This is an optimization exercise on Yosys and OpenROAD, whose aim is small area, a short achievable clock period and few clock cycles per item, not a production implementation.

==> wip/onyx <==
## mult32x32_fast
module mult32x32_fast (
    input logic clk,
    input logic reset,
    input logic start,
    input logic [31:0] a,
    input logic [31:0] b,
    output logic busy,
    output logic [63:0] product
);
make LEC_CHECK=0 CAP_MARGIN=20 CORE_MARGIN=2 CORE_UTILIZATION=40 SLEW_MARGIN=20 SYNTH_HIERARCHICAL=1 SYNTH_MINIMUM_KEEP_SIZE=0 finish   # period 10.0 ns
run.sh (not shown) runs the stock make flow with config.mk's settings and CLKGATE_MAP_FILE= SYNTH_SCRIPT=/design/flow/synth_recipe.tcl, a recipe that flattens the netlist after the stock synthesis.
==> inputs of wip/maple, as changes to wip/onyx <==
==> flow/flow/run.sh (new file) <==
#!/bin/bash
set -euo pipefail
R=orfs/results/sky130hd/mult32x32_fast/base
export BUFFER_PORTS_ARGS="-buffer_cell sky130_fd_sc_hd__buf_2"
bash standard.sh synth > synth.log 2>&1
python3 flow/resize.py $R/1_2_yosys.v > resize.log 2>&1
touch $R/1_2_yosys.v
bash standard.sh > layout.log 2>&1
==> flow/flow/resize.py (new file) <==
#!/usr/bin/env python3
"""Change the drive strength of combinational cells in the synthesized netlist.
Only cell types listed in MAP are changed; each pair has the same function and pins."""
import re, sys
MAP = {
    "sky130_fd_sc_hd__a22oi_2": "sky130_fd_sc_hd__a22oi_1",
}
path = sys.argv[1]
text = open(path).read()
for old, new in MAP.items():
    n = len(re.findall(r"\b%s\b" % old, text))
    text = re.sub(r"\b%s\b" % old, new, text)
    print(f"{old} -> {new}: {n} instances")
open(path, "w").write(text)
==> flow/standard.sh (new file) <==
#!/bin/bash
# synth_recipe.tcl (not shown) runs the flow's synth.tcl, then flattens the netlist and writes it again
# the make line also repeats each setting of config.mk as NAME=value (left out here)
make -C /OpenROAD-flow-scripts/flow DESIGN_CONFIG=/design/flow/config.mk WORK_HOME=/design/flow/orfs CLKGATE_MAP_FILE= SYNTH_SCRIPT=/design/flow/synth_recipe.tcl "${@:-finish}"
removed: flow/run.sh
==> notes <==
wip/maple completed without violations. wip/onyx ran to the end with no violations. Of wip/onyx and wip/maple, wip/onyx has the higher register-to-register slack (gap 0.17 ns). Between wip/maple and wip/onyx, the lower synthesized area is in wip/maple (gap about 8%, measured against wip/onyx). Between wip/onyx and wip/maple, the lower die area is in wip/maple (gap about 8%, measured against wip/maple). In clock skew, wip/maple and wip/onyx hardly differ. Against wip/onyx, the final cell count of wip/maple is lower by 4.0%.
==> figures <==
Result of the run: wip/maple finished clean; wip/onyx finished clean
Starting utilization of the core area: wip/maple 0.407; wip/onyx 0.407
Die Ht: wip/maple 203 um; wip/onyx 211 um
Sequential share of cell area: wip/maple 0.111; wip/onyx 0.0976
Total Nets Final: wip/maple 1,999; wip/onyx 2,067
Metal-1 WL: wip/maple 20.1 mm; wip/onyx 23.2 mm
Slowest stage delay, CP: wip/maple 0.52 ns; wip/onyx 0.55 ns
Fraction of met3 tracks used by global routing: wip/maple 0.0228; wip/onyx 0.0208
Hold Path Sink: wip/maple L[3]$_DFFE_PP_; wip/onyx L[4]$_DFFE_PP_
Post-synthesis instance area: wip/maple 0.0158 mm^2; wip/onyx 0.0172 mm^2
Final area over synthesized area: wip/maple 1.123x; wip/onyx 1.181x
Core Rows: wip/maple 72; wip/onyx 75
Number of DRC markers in iteration 0: wip/maple 1,066; wip/onyx 783
Share of post-route cells with drive strength above 1: wip/maple 0.173; wip/onyx 0.288
Total non-filler cell area in the finished layout: wip/maple 0.0178 mm^2; wip/onyx 0.0203 mm^2
No run of this note included a check of the RTL's function; only the layout flow was run.

========
==> raven: inputs <==
Another version of the RTL of mult32x32_fast (not shown whole).
Settings: LEC_CHECK=0, CAP_MARGIN=20, CORE_MARGIN=2, CORE_UTILIZATION=40, CTS_BUF_LIST=sky130_fd_sc_hd__clkbuf_4 sky130_fd_sc_hd__clkbuf_8, GPL_ROUTABILITY_DRIVEN=0, SETUP_SLACK_MARGIN=4.8, SLEW_MARGIN=20, SYNTH_HIERARCHICAL=1, SYNTH_MINIMUM_KEEP_SIZE=0, TNS_END_PERCENT=0; clock period 10.0 ns.
standard.sh (not shown) runs the stock make flow with config.mk's settings and CLKGATE_MAP_FILE= SYNTH_SCRIPT=/design/flow/synth_recipe.tcl, a recipe that flattens the netlist after the stock synthesis.
==> flow/flow/run.sh <==
#!/bin/bash
# Own layout flow: the standard synthesis and layout (standard.sh), with these changes:
#  - before floorplanning, each combinational cell of the synthesized netlist gets the drive
#    strength its fanout calls for (flow/resize.py): the smallest variant of its footprint for
#    a small fanout, larger ones for large fanouts. Registers are untouched; the layout's repair
#    steps size cells again where slew, capacitance or timing need it;
#  - ports are buffered with buf_2 instead of the default port buffer;
#  - timing repair only sizes cells up and swaps pins (no buffering or cloning), and the
#    repair after global routing is skipped (the repair after clock tree synthesis remains).
# Each tool's output goes to a log file in this folder.
set -euo pipefail
R=orfs/results/sky130hd/mult32x32_fast/base
export BUFFER_PORTS_ARGS="-buffer_cell sky130_fd_sc_hd__buf_2"
export SKIP_INCREMENTAL_REPAIR=1
export SETUP_MOVE_SEQUENCE="sizeup,swap"
bash standard.sh synth > synth.log 2>&1
python3 flow/resize.py "$FLOW_HOME/platforms/sky130hd/lib/sky130_fd_sc_hd__tt_025C_1v80.lib" $R/1_2_yosys.v > resize.log 2>&1
touch $R/1_2_yosys.v
bash standard.sh > layout.log 2>&1
==> flow/flow/resize.py <==
#!/usr/bin/env python3
"""Size the combinational cells of the synthesized netlist by the fanout they drive:
each cell gets the variant of its footprint (same function and pins) whose drive suits its
fanout: the smallest for a fanout up to FO1, drive 2 up to FO2, else drive 4.
Flip-flops, latches and tie cells are left as synthesis made them. The layout's own repair
steps size cells again where slew, capacitance or timing need it.
usage: resize.py LIBERTY NETLIST [FO1 FO2]"""
import re, sys, collections
lib, path = sys.argv[1], sys.argv[2]
FO1 = int(sys.argv[3]) if len(sys.argv) > 3 else 5
FO2 = int(sys.argv[4]) if len(sys.argv) > 4 else 12
area, foot, seq, outs = {}, {}, set(), collections.defaultdict(set)
cur = None; pin = None
for line in open(lib):
    m = re.search(r'^\s*cell\s*\(\s*"?(sky130_fd_sc_hd__\w+)"?\s*\)', line)
    if m:
        cur = m.group(1); pin = None; continue
    if cur is None:
        continue
    m = re.search(r'^\s*area\s*:\s*([\d.]+)', line)
    if m: area[cur] = float(m.group(1))
    m = re.search(r'cell_footprint\s*:\s*"([^"]+)"', line)
    if m: foot[cur] = m.group(1)
    if re.search(r'^\s*(ff|latch|statetable)\s*\(', line): seq.add(cur)
    m = re.search(r'^\s*pin\s*\(\s*"?(\w+)"?\s*\)', line)
    if m: pin = m.group(1)
    if pin and re.search(r'direction\s*:\s*"?output', line): outs[cur].add(pin)
fam = collections.defaultdict(list)
for c, f in foot.items():
    if c in seq or "lpflow" in c or "probe" in c or c not in area:
        continue
    fam[f].append(c)
def strength(c):
    m = re.search(r'_(\d+)$', c)
    return int(m.group(1)) if m else 1
for f in fam:
    fam[f].sort(key=lambda c: (strength(c), area[c]))
text = open(path).read()
inst_re = re.compile(r'^(\s*)(sky130_fd_sc_hd__\w+)(\s+)(\S+)(\s*\((.*?)\);)', re.M | re.S)
insts = []
fanout = collections.Counter()
for m in inst_re.finditer(text):
    cell = m.group(2)
    conns = re.findall(r'\.(\w+)\(([^()]*)\)', m.group(6))
    o = [n.strip() for p, n in conns if p in outs.get(cell, ())]
    for p, n in conns:
        if p not in outs.get(cell, ()):
            fanout[n.strip()] += 1
    insts.append((m.start(2), m.end(2), cell, o))
out = []
last = 0
changes = collections.Counter()
for s, e, cell, o in insts:
    new = cell
    if cell not in seq and cell in foot and "conb" not in cell and foot[cell] in fam:
        fo = max([fanout[n] for n in o] + [0])
        want = 0 if fo <= FO1 else (2 if fo <= FO2 else 4)
        vs = fam[foot[cell]]
        ok = [v for v in vs if strength(v) >= want] or [vs[-1]]
        # the smallest area that gives the drive; among equal areas the strongest
        new = min(ok, key=lambda v: (area[v], -strength(v)))
    out.append(text[last:s]); out.append(new); last = e
    if new != cell: changes[(cell, new)] += 1
out.append(text[last:])
open(path, "w").write("".join(out))
for (a, b), n in sorted(changes.items()):
    print(f"{a} -> {b}: {n}")
==> amber: changes against raven <==
--- a/flow/design.v
+++ b/flow/design.v
@@ -630,23 +630,23 @@
 wire pt28 = a[28] & mt3;
 wire pt29 = a[29] & mt3;
 wire pt30 = a[30] & mt3;
 wire pt31 = a[31] & mt3;
 wire s1, c2;
-mha us1 (.x(neg0), .y(acc[0]), .s(s1), .c(c2));
+mha us1 (.x(acc[0]), .y(neg0), .s(s1), .c(c2));
 wire s3, c4;
 mha us3 (.x(acc[1]), .y(c2), .s(s3), .c(c4));
 wire s5, c6;
-mfa us5 (.x(c4), .y(acc[2]), .z(neg1), .s(s5), .c(c6));
+mfa us5 (.x(c4), .y(neg1), .z(acc[2]), .s(s5), .c(c6));
 wire s7, c8;
-mha us7 (.x(pp0_2), .y(pp1_0), .s(s7), .c(c8));
+mha us7 (.x(s5), .y(pp0_2), .s(s7), .c(c8));
 wire s9, c10;
 mfa us9 (.x(pp0_3), .y(c6), .z(acc[3]), .s(s9), .c(c10));
 wire s11, c12;
 mha us11 (.x(pp1_1), .y(c8), .s(s11), .c(c12));
 wire s13, c14;
-mfa us13 (.x(pp0_4), .y(acc[4]), .z(neg2), .s(s13), .c(c14));
+mfa us13 (.x(pp0_4), .y(neg2), .z(acc[4]), .s(s13), .c(c14));
 wire s15, c16;
 mfa us15 (.x(c10), .y(pp2_0), .z(pp1_2), .s(s15), .c(c16));
 wire s17, c18;
 mha us17 (.x(c12), .y(s13), .s(s17), .c(c18));
 wire s19, c20;
@@ -654,11 +654,11 @@
 wire s21, c22;
 mfa us21 (.x(s19), .y(c14), .z(pp2_1), .s(s21), .c(c22));
 wire s23, c24;
 mha us23 (.x(c18), .y(c16), .s(s23), .c(c24));
 wire s25, c26;
-mfa us25 (.x(pp0_6), .y(acc[6]), .z(neg3), .s(s25), .c(c26));
+mfa us25 (.x(pp0_6), .y(neg3), .z(acc[6]), .s(s25), .c(c26));
 wire s27, c28;
 mfa us27 (.x(pp3_0), .y(pp2_2), .z(pp1_4), .s(s27), .c(c28));
 wire s29, c30;
 mfa us29 (.x(s27), .y(s25), .z(c20), .s(s29), .c(c30));
 wire s31, c32;
@@ -670,11 +670,11 @@
 wire s37, c38;
 mfa us37 (.x(s35), .y(s33), .z(c28), .s(s37), .c(c38));
 wire s39, c40;
 mha us39 (.x(c30), .y(c32), .s(s39), .c(c40));
 wire s41, c42;
-mfa us41 (.x(pp0_8), .y(acc[8]), .z(neg4), .s(s41), .c(c42));
+mfa us41 (.x(pp0_8), .y(neg4), .z(acc[8]), .s(s41), .c(c42));
 wire s43, c44;
 mfa us43 (.x(pp3_2), .y(pp2_4), .z(pp1_6), .s(s43), .c(c44));
 wire s45, c46;
 mfa us45 (.x(s41), .y(c34), .z(pp4_0), .s(s45), .c(c46));
 wire s47, c48;
@@ -690,11 +690,11 @@
 wire s57, c58;
 mfa us57 (.x(s55), .y(c46), .z(s53), .s(s57), .c(c58));
 wire s59, c60;
 mha us59 (.x(c48), .y(s57), .s(s59), .c(c60));
 wire s61, c62;
-mfa us61 (.x(pp0_10), .y(acc[10]), .z(neg5), .s(s61), .c(c62));
+mfa us61 (.x(pp0_10), .y(neg5), .z(acc[10]), .s(s61), .c(c62));
 wire s63, c64;
 mfa us63 (.x(pp3_4), .y(pp2_6), .z(pp1_8), .s(s63), .c(c64));
 wire s65, c66;
 mfa us65 (.x(c52), .y(pp5_0), .z(pp4_2), .s(s65), .c(c66));
 wire s67, c68;
@@ -714,11 +714,11 @@
 wire s81, c82;
 mfa us81 (.x(s79), .y(c68), .z(s77), .s(s81), .c(c82));
 wire s83, c84;
 mha us83 (.x(c70), .y(c72), .s(s83), .c(c84));
 wire s85, c86;
-mfa us85 (.x(pp0_12), .y(acc[12]), .z(neg6), .s(s85), .c(c86));
+mfa us85 (.x(pp0_12), .y(neg6), .z(acc[12]), .s(s85), .c(c86));
 wire s87, c88;
 mfa us87 (.x(pp3_6), .y(pp2_8), .z(pp1_10), .s(s87), .c(c88));
 wire s89, c90;
 mfa us89 (.x(pp6_0), .y(pp5_2), .z(pp4_4), .s(s89), .c(c90));
 wire s91, c92;
@@ -742,11 +742,11 @@
 wire s109, c110;
 mfa us109 (.x(s107), .y(c94), .z(s105), .s(s109), .c(c110));
 wire s111, c112;
 mha us111 (.x(c96), .y(s109), .s(s111), .c(c112));
 wire s113, c114;
-mfa us113 (.x(pp0_14), .y(acc[14]), .z(neg7), .s(s113), .c(c114));
+mfa us113 (.x(pp0_14), .y(neg7), .z(acc[14]), .s(s113), .c(c114));
 wire s115, c116;
 mfa us115 (.x(pp3_8), .y(pp2_10), .z(pp1_12), .s(s115), .c(c116));
 wire s117, c118;
 mfa us117 (.x(pp6_2), .y(pp5_4), .z(pp4_6), .s(s117), .c(c118));
 wire s119, c120;
@@ -1187,11 +1187,11 @@
 wire c554 = pp7_32 | pt30;
 wire s555, c556;
 mha us555 (.x(c550), .y(s553), .s(s555), .c(c556));
 wire s557, c558;
 mfa us557 (.x(c554), .y(pt31), .z(sn7), .s(s557), .c(c558));
-wire [47:0] ra = {c556, s555, c548, s547, c536, s535, c520, s519, c500, s499, c476, s475, c448, s447, c416, s415, c384, c368, c352, c336, c320, c304, c288, c272, c256, c240, c224, c208, c192, c176, c160, c144, c128, c112, c98, c84, s81, c60, c50, s47, s37, c24, s21, s17, s9, s5, s3, s1};
+wire [47:0] ra = {c556, s555, c548, s547, c536, s535, c520, s519, c500, s499, c476, s475, c448, s447, c416, s415, c384, c368, c352, c336, c320, c304, c288, c272, c256, c240, c224, c208, c192, c176, c160, c144, c128, c112, c98, c84, s81, c60, c50, s47, s37, c24, s21, s17, s9, pp1_0, s3, s1};
 wire [47:0] rb = {s557, c552, s551, c542, s541, c528, s527, c510, s509, c488, s487, c462, s461, c432, s431, c400, s399, s383, s367, s351, s335, s319, s303, s287, s271, s255, s239, s223, s207, s191, s175, s159, s143, s127, s111, s97, s83, s71, s59, s49, s39, s31, s23, s15, s11, s7, pp0_1, pp0_0};
 wire ag0, ap0;
 mpg upg0 (.x(hsr[0]), .y(hcr[0]), .g(ag0), .p(ap0));
 wire ag1, ap1;
 mpg upg1 (.x(hsr[1]), .y(hcr[1]), .g(ag1), .p(ap1));
@@ -1852,17 +1852,17 @@
 	if (reset) busy <= 1'b0;
 	else busy <= go & (b[31:16] != 16'd0);
 end
 always_ff @(posedge clk) begin
 	if (go | busy) begin
-		hsr <= {c556, s555, c548, s547, c536, s535, c520, s519, c500, s499, c476, s475, c448, s447, c416, s415, c384, c368, c352, c336, c320, c304, c288, c272, c256, c240, c224, c208, c192, c176, c160, c144, c128, c112, c98, c84, s81, c60, c50, s47, s37, c24, s21, s17, s9, s5, s3, s1};
+		hsr <= {c556, s555, c548, s547, c536, s535, c520, s519, c500, s499, c476, s475, c448, s447, c416, s415, c384, c368, c352, c336, c320, c304, c288, c272, c256, c240, c224, c208, c192, c176, c160, c144, c128, c112, c98, c84, s81, c60, c50, s47, s37, c24, s21, s17, s9, pp1_0, s3, s1};
 		hcr <= {s557, c552, s551, c542, s541, c528, s527, c510, s509, c488, s487, c462, s461, c432, s431, c400, s399, s383, s367, s351, s335, s319, s303, s287, s271, s255, s239, s223, s207, s191, s175, s159, s143, s127, s111, s97, s83, s71, s59, s49, s39, s31, s23, s15, s11, s7, pp0_1, pp0_0};
 		two <= busy;
 	end
 	if (busy) L <= sum[15:0];
 end
-assign product = two ? {sum[47:0], L} : {16'd0, sum[47:0]};
+assign product = two ? {sum, L} : {16'd0, sum};
 endmodule
 module mfa (input logic x, input logic y, input logic z, output logic s, output logic c);
 	assign s = x ^ y ^ z;
 	assign c = (x & y) | (x & z) | (y & z);
 endmodule
==> flow/flow/run.sh (replaced) <==
#!/bin/bash
# Own layout flow: the standard synthesis and layout (standard.sh), with two changes:
#  - before floorplanning, every combinational cell of the synthesized netlist is set to
#    the smallest drive strength of its footprint (flow/resize.py); registers are untouched,
#    and the layout's repair steps size cells up again where needed;
#  - ports are buffered with buf_2 instead of the default port buffer.
# Each tool's output goes to a log file in this folder.
set -euo pipefail
R=orfs/results/sky130hd/mult32x32_fast/base
export BUFFER_PORTS_ARGS="-buffer_cell sky130_fd_sc_hd__buf_2"
bash standard.sh synth > synth.log 2>&1
python3 flow/resize.py "$FLOW_HOME/platforms/sky130hd/lib/sky130_fd_sc_hd__tt_025C_1v80.lib" $R/1_2_yosys.v > resize.log 2>&1
touch $R/1_2_yosys.v
bash standard.sh > layout.log 2>&1
--- a/flow/flow/resize.py
+++ b/flow/flow/resize.py
@@ -54,13 +54,14 @@
     new = cell
     if cell not in seq and cell in foot and "conb" not in cell and foot[cell] in fam:
         fo = max([fanout[n] for n in o] + [0])
         want = 0 if fo <= FO1 else (2 if fo <= FO2 else 4)
         vs = fam[foot[cell]]
-        ok = [v for v in vs if strength(v) >= want] or [vs[-1]]
-        # the smallest area that gives the drive; among equal areas the strongest
-        new = min(ok, key=lambda v: (area[v], -strength(v)))
+        ok = [v for v in vs if strength(v) >= want]
+        new = ok[0] if ok else vs[-1]
+        if want == 0:
+            new = min(vs, key=lambda v: area[v])
     out.append(text[last:s]); out.append(new); last = e
     if new != cell: changes[(cell, new)] += 1
 out.append(text[last:])
 open(path, "w").write("".join(out))
 for (a, b), n in sorted(changes.items()):
==> flow/config.mk (replaced) <==
export PLATFORM = sky130hd
export DESIGN_NAME = mult32x32_fast
export DESIGN_NICKNAME = mult32x32_fast
export VERILOG_FILES = /design/flow/design.v
export SDC_FILE = /design/flow/constraint.sdc
export NUM_CORES = 4
export LEC_CHECK = 0
export CAP_MARGIN = 20
export CORE_MARGIN = 2
export CORE_UTILIZATION = 40
export SETUP_SLACK_MARGIN = 4.0
export SLEW_MARGIN = 20
export SYNTH_HIERARCHICAL = 1
export SYNTH_MINIMUM_KEEP_SIZE = 0
export TNS_END_PERCENT = 0
==> nickel: changes against raven <==
--- a/flow/design.v
+++ b/flow/design.v
@@ -630,23 +630,23 @@
 wire pt28 = a[28] & mt3;
 wire pt29 = a[29] & mt3;
 wire pt30 = a[30] & mt3;
 wire pt31 = a[31] & mt3;
 wire s1, c2;
-mha us1 (.x(neg0), .y(acc[0]), .s(s1), .c(c2));
+mha us1 (.x(acc[0]), .y(neg0), .s(s1), .c(c2));
 wire s3, c4;
 mha us3 (.x(acc[1]), .y(c2), .s(s3), .c(c4));
 wire s5, c6;
-mfa us5 (.x(c4), .y(acc[2]), .z(neg1), .s(s5), .c(c6));
+mfa us5 (.x(c4), .y(neg1), .z(acc[2]), .s(s5), .c(c6));
 wire s7, c8;
-mha us7 (.x(pp0_2), .y(pp1_0), .s(s7), .c(c8));
+mha us7 (.x(s5), .y(pp0_2), .s(s7), .c(c8));
 wire s9, c10;
 mfa us9 (.x(pp0_3), .y(c6), .z(acc[3]), .s(s9), .c(c10));
 wire s11, c12;
 mha us11 (.x(pp1_1), .y(c8), .s(s11), .c(c12));
 wire s13, c14;
-mfa us13 (.x(pp0_4), .y(acc[4]), .z(neg2), .s(s13), .c(c14));
+mfa us13 (.x(pp0_4), .y(neg2), .z(acc[4]), .s(s13), .c(c14));
 wire s15, c16;
 mfa us15 (.x(c10), .y(pp2_0), .z(pp1_2), .s(s15), .c(c16));
 wire s17, c18;
 mha us17 (.x(c12), .y(s13), .s(s17), .c(c18));
 wire s19, c20;
@@ -654,11 +654,11 @@
 wire s21, c22;
 mfa us21 (.x(s19), .y(c14), .z(pp2_1), .s(s21), .c(c22));
 wire s23, c24;
 mha us23 (.x(c18), .y(c16), .s(s23), .c(c24));
 wire s25, c26;
-mfa us25 (.x(pp0_6), .y(acc[6]), .z(neg3), .s(s25), .c(c26));
+mfa us25 (.x(pp0_6), .y(neg3), .z(acc[6]), .s(s25), .c(c26));
 wire s27, c28;
 mfa us27 (.x(pp3_0), .y(pp2_2), .z(pp1_4), .s(s27), .c(c28));
 wire s29, c30;
 mfa us29 (.x(s27), .y(s25), .z(c20), .s(s29), .c(c30));
 wire s31, c32;
@@ -670,11 +670,11 @@
 wire s37, c38;
 mfa us37 (.x(s35), .y(s33), .z(c28), .s(s37), .c(c38));
 wire s39, c40;
 mha us39 (.x(c30), .y(c32), .s(s39), .c(c40));
 wire s41, c42;
-mfa us41 (.x(pp0_8), .y(acc[8]), .z(neg4), .s(s41), .c(c42));
+mfa us41 (.x(pp0_8), .y(neg4), .z(acc[8]), .s(s41), .c(c42));
 wire s43, c44;
 mfa us43 (.x(pp3_2), .y(pp2_4), .z(pp1_6), .s(s43), .c(c44));
 wire s45, c46;
 mfa us45 (.x(s41), .y(c34), .z(pp4_0), .s(s45), .c(c46));
 wire s47, c48;
@@ -690,11 +690,11 @@
 wire s57, c58;
 mfa us57 (.x(s55), .y(c46), .z(s53), .s(s57), .c(c58));
 wire s59, c60;
 mha us59 (.x(c48), .y(s57), .s(s59), .c(c60));
 wire s61, c62;
-mfa us61 (.x(pp0_10), .y(acc[10]), .z(neg5), .s(s61), .c(c62));
+mfa us61 (.x(pp0_10), .y(neg5), .z(acc[10]), .s(s61), .c(c62));
 wire s63, c64;
 mfa us63 (.x(pp3_4), .y(pp2_6), .z(pp1_8), .s(s63), .c(c64));
 wire s65, c66;
 mfa us65 (.x(c52), .y(pp5_0), .z(pp4_2), .s(s65), .c(c66));
 wire s67, c68;
@@ -714,11 +714,11 @@
 wire s81, c82;
 mfa us81 (.x(s79), .y(c68), .z(s77), .s(s81), .c(c82));
 wire s83, c84;
 mha us83 (.x(c70), .y(c72), .s(s83), .c(c84));
 wire s85, c86;
-mfa us85 (.x(pp0_12), .y(acc[12]), .z(neg6), .s(s85), .c(c86));
+mfa us85 (.x(pp0_12), .y(neg6), .z(acc[12]), .s(s85), .c(c86));
 wire s87, c88;
 mfa us87 (.x(pp3_6), .y(pp2_8), .z(pp1_10), .s(s87), .c(c88));
 wire s89, c90;
 mfa us89 (.x(pp6_0), .y(pp5_2), .z(pp4_4), .s(s89), .c(c90));
 wire s91, c92;
@@ -742,11 +742,11 @@
 wire s109, c110;
 mfa us109 (.x(s107), .y(c94), .z(s105), .s(s109), .c(c110));
 wire s111, c112;
 mha us111 (.x(c96), .y(s109), .s(s111), .c(c112));
 wire s113, c114;
-mfa us113 (.x(pp0_14), .y(acc[14]), .z(neg7), .s(s113), .c(c114));
+mfa us113 (.x(pp0_14), .y(neg7), .z(acc[14]), .s(s113), .c(c114));
 wire s115, c116;
 mfa us115 (.x(pp3_8), .y(pp2_10), .z(pp1_12), .s(s115), .c(c116));
 wire s117, c118;
 mfa us117 (.x(pp6_2), .y(pp5_4), .z(pp4_6), .s(s117), .c(c118));
 wire s119, c120;
@@ -1187,11 +1187,11 @@
 wire c554 = pp7_32 | pt30;
 wire s555, c556;
 mha us555 (.x(c550), .y(s553), .s(s555), .c(c556));
 wire s557, c558;
 mfa us557 (.x(c554), .y(pt31), .z(sn7), .s(s557), .c(c558));
-wire [47:0] ra = {c556, s555, c548, s547, c536, s535, c520, s519, c500, s499, c476, s475, c448, s447, c416, s415, c384, c368, c352, c336, c320, c304, c288, c272, c256, c240, c224, c208, c192, c176, c160, c144, c128, c112, c98, c84, s81, c60, c50, s47, s37, c24, s21, s17, s9, s5, s3, s1};
+wire [47:0] ra = {c556, s555, c548, s547, c536, s535, c520, s519, c500, s499, c476, s475, c448, s447, c416, s415, c384, c368, c352, c336, c320, c304, c288, c272, c256, c240, c224, c208, c192, c176, c160, c144, c128, c112, c98, c84, s81, c60, c50, s47, s37, c24, s21, s17, s9, pp1_0, s3, s1};
 wire [47:0] rb = {s557, c552, s551, c542, s541, c528, s527, c510, s509, c488, s487, c462, s461, c432, s431, c400, s399, s383, s367, s351, s335, s319, s303, s287, s271, s255, s239, s223, s207, s191, s175, s159, s143, s127, s111, s97, s83, s71, s59, s49, s39, s31, s23, s15, s11, s7, pp0_1, pp0_0};
 wire ag0, ap0;
 mpg upg0 (.x(hsr[0]), .y(hcr[0]), .g(ag0), .p(ap0));
 wire ag1, ap1;
 mpg upg1 (.x(hsr[1]), .y(hcr[1]), .g(ag1), .p(ap1));
@@ -1852,17 +1852,17 @@
 	if (reset) busy <= 1'b0;
 	else busy <= go & (b[31:16] != 16'd0);
 end
 always_ff @(posedge clk) begin
 	if (go | busy) begin
-		hsr <= {c556, s555, c548, s547, c536, s535, c520, s519, c500, s499, c476, s475, c448, s447, c416, s415, c384, c368, c352, c336, c320, c304, c288, c272, c256, c240, c224, c208, c192, c176, c160, c144, c128, c112, c98, c84, s81, c60, c50, s47, s37, c24, s21, s17, s9, s5, s3, s1};
+		hsr <= {c556, s555, c548, s547, c536, s535, c520, s519, c500, s499, c476, s475, c448, s447, c416, s415, c384, c368, c352, c336, c320, c304, c288, c272, c256, c240, c224, c208, c192, c176, c160, c144, c128, c112, c98, c84, s81, c60, c50, s47, s37, c24, s21, s17, s9, pp1_0, s3, s1};
 		hcr <= {s557, c552, s551, c542, s541, c528, s527, c510, s509, c488, s487, c462, s461, c432, s431, c400, s399, s383, s367, s351, s335, s319, s303, s287, s271, s255, s239, s223, s207, s191, s175, s159, s143, s127, s111, s97, s83, s71, s59, s49, s39, s31, s23, s15, s11, s7, pp0_1, pp0_0};
 		two <= busy;
 	end
 	if (busy) L <= sum[15:0];
 end
-assign product = two ? {sum[47:0], L} : {16'd0, sum[47:0]};
+assign product = two ? {sum, L} : {16'd0, sum};
 endmodule
 module mfa (input logic x, input logic y, input logic z, output logic s, output logic c);
 	assign s = x ^ y ^ z;
 	assign c = (x & y) | (x & z) | (y & z);
 endmodule
==> flow/flow/run.sh (replaced) <==
#!/bin/bash
# Own layout flow: the standard synthesis and layout (standard.sh), with two changes:
#  - before floorplanning, every combinational cell of the synthesized netlist is set to
#    the smallest drive strength of its footprint (flow/resize.py); registers are untouched,
#    and the layout's repair steps size cells up again where needed;
#  - ports are buffered with buf_2 instead of the default port buffer.
# Each tool's output goes to a log file in this folder.
set -euo pipefail
R=orfs/results/sky130hd/mult32x32_fast/base
export BUFFER_PORTS_ARGS="-buffer_cell sky130_fd_sc_hd__buf_2"
bash standard.sh synth > synth.log 2>&1
python3 flow/resize.py "$FLOW_HOME/platforms/sky130hd/lib/sky130_fd_sc_hd__tt_025C_1v80.lib" $R/1_2_yosys.v > resize.log 2>&1
touch $R/1_2_yosys.v
bash standard.sh > layout.log 2>&1
--- a/flow/flow/resize.py
+++ b/flow/flow/resize.py
@@ -54,13 +54,14 @@
     new = cell
     if cell not in seq and cell in foot and "conb" not in cell and foot[cell] in fam:
         fo = max([fanout[n] for n in o] + [0])
         want = 0 if fo <= FO1 else (2 if fo <= FO2 else 4)
         vs = fam[foot[cell]]
-        ok = [v for v in vs if strength(v) >= want] or [vs[-1]]
-        # the smallest area that gives the drive; among equal areas the strongest
-        new = min(ok, key=lambda v: (area[v], -strength(v)))
+        ok = [v for v in vs if strength(v) >= want]
+        new = ok[0] if ok else vs[-1]
+        if want == 0:
+            new = min(vs, key=lambda v: area[v])
     out.append(text[last:s]); out.append(new); last = e
     if new != cell: changes[(cell, new)] += 1
 out.append(text[last:])
 open(path, "w").write("".join(out))
 for (a, b), n in sorted(changes.items()):
--- a/flow/config.mk
+++ b/flow/config.mk
@@ -6,12 +6,10 @@
 export NUM_CORES = 4
 export LEC_CHECK = 0
 export CAP_MARGIN = 20
 export CORE_MARGIN = 2
 export CORE_UTILIZATION = 40
-export CTS_BUF_LIST = sky130_fd_sc_hd__clkbuf_4 sky130_fd_sc_hd__clkbuf_8
-export GPL_ROUTABILITY_DRIVEN = 0
 export SETUP_SLACK_MARGIN = 4.8
 export SLEW_MARGIN = 20
 export SYNTH_HIERARCHICAL = 1
 export SYNTH_MINIMUM_KEEP_SIZE = 0
 export TNS_END_PERCENT = 0
==> notes.md <==
| item | raven | nickel | amber |
|---|---|---|---|
| End point of the critical path | hcr[33] | hcr[35] | hcr[24] |
| Met2 layer usage reported by global route | 41.4% | 43.7% | 42.8% |
| Final instance area | 21,600 um^2 | 22,500 um^2 | 21,000 um^2 |
| Transition time at the pin with the least slew margin | 0.913 ns | 0.814 ns | 1.07 ns |
| Critical path class | in2reg | in2reg | reg2reg |
| Startpoint of the worst setup timing path | b[3] | b[4] | hcr[16] |
| Ant. Diodes | 1 | 0 | 1 |
| Slowest CP cell | sky130_fd_sc_hd__fa_1 | sky130_fd_sc_hd__fa_1 | sky130_fd_sc_hd__xnor2_1 |
| Post-DP HPWL | 50,000 um | 51,600 um | 51,500 um |
| Gp weighted congestion | - | 0.920 | 0.943 |
| Pin count of the biggest net entering global routing | 62 | 66 | 78 |
| Run status | timing/DRC/antenna clean | timing/DRC/antenna clean | timing/DRC/antenna clean |
| Number of antenna violations at the first check in global routing | 1 | 0 | 1 |
| Layout overhead on the synthesized area | 13.6% | 18.4% | 10.7% |
Function was not checked in any run of this note: the RTL went through the layout flow alone.

## re-timing with driven ports
No port has a modelled driver above. Below, the same layouts with a new extraction and two added sets of constraints.
Step 1: set_driving_cell puts a clkbuf_16 on clk and a buf_2 on each other input, an assumption about the parent block.
Step 2 adds t to the input delays and takes it off the output delays; t is the mean of the earliest and latest rising clock arrival at the registers after step 1. Input paths then give back, and output paths get back, about the clock's delay inside the block.
Three values: no drivers, after step 1, after step 2; two values: the first two.
run	t, ns	setup slack, ns	slew at the worst register clock pin (ns)
wip/onyx	0.378	0.897 / 0.914 / 0.536	0.06 / 0.06
wip/maple	0.378	1.187 / 1.205 / 0.827	0.06 / 0.06
raven	0.504	4.647 / 4.620 / 4.151	0.10 / 0.10
amber	0.478	4.160 / 4.132 / 3.774	0.07 / 0.07
nickel	0.485	4.649 / 4.677 / 4.192	0.07 / 0.07
After both steps setup and hold are still met in every run listed. For raven, which loses most, drivers alone change the setup slack by -0.027 ns; drivers and shift together by -0.496 ns.
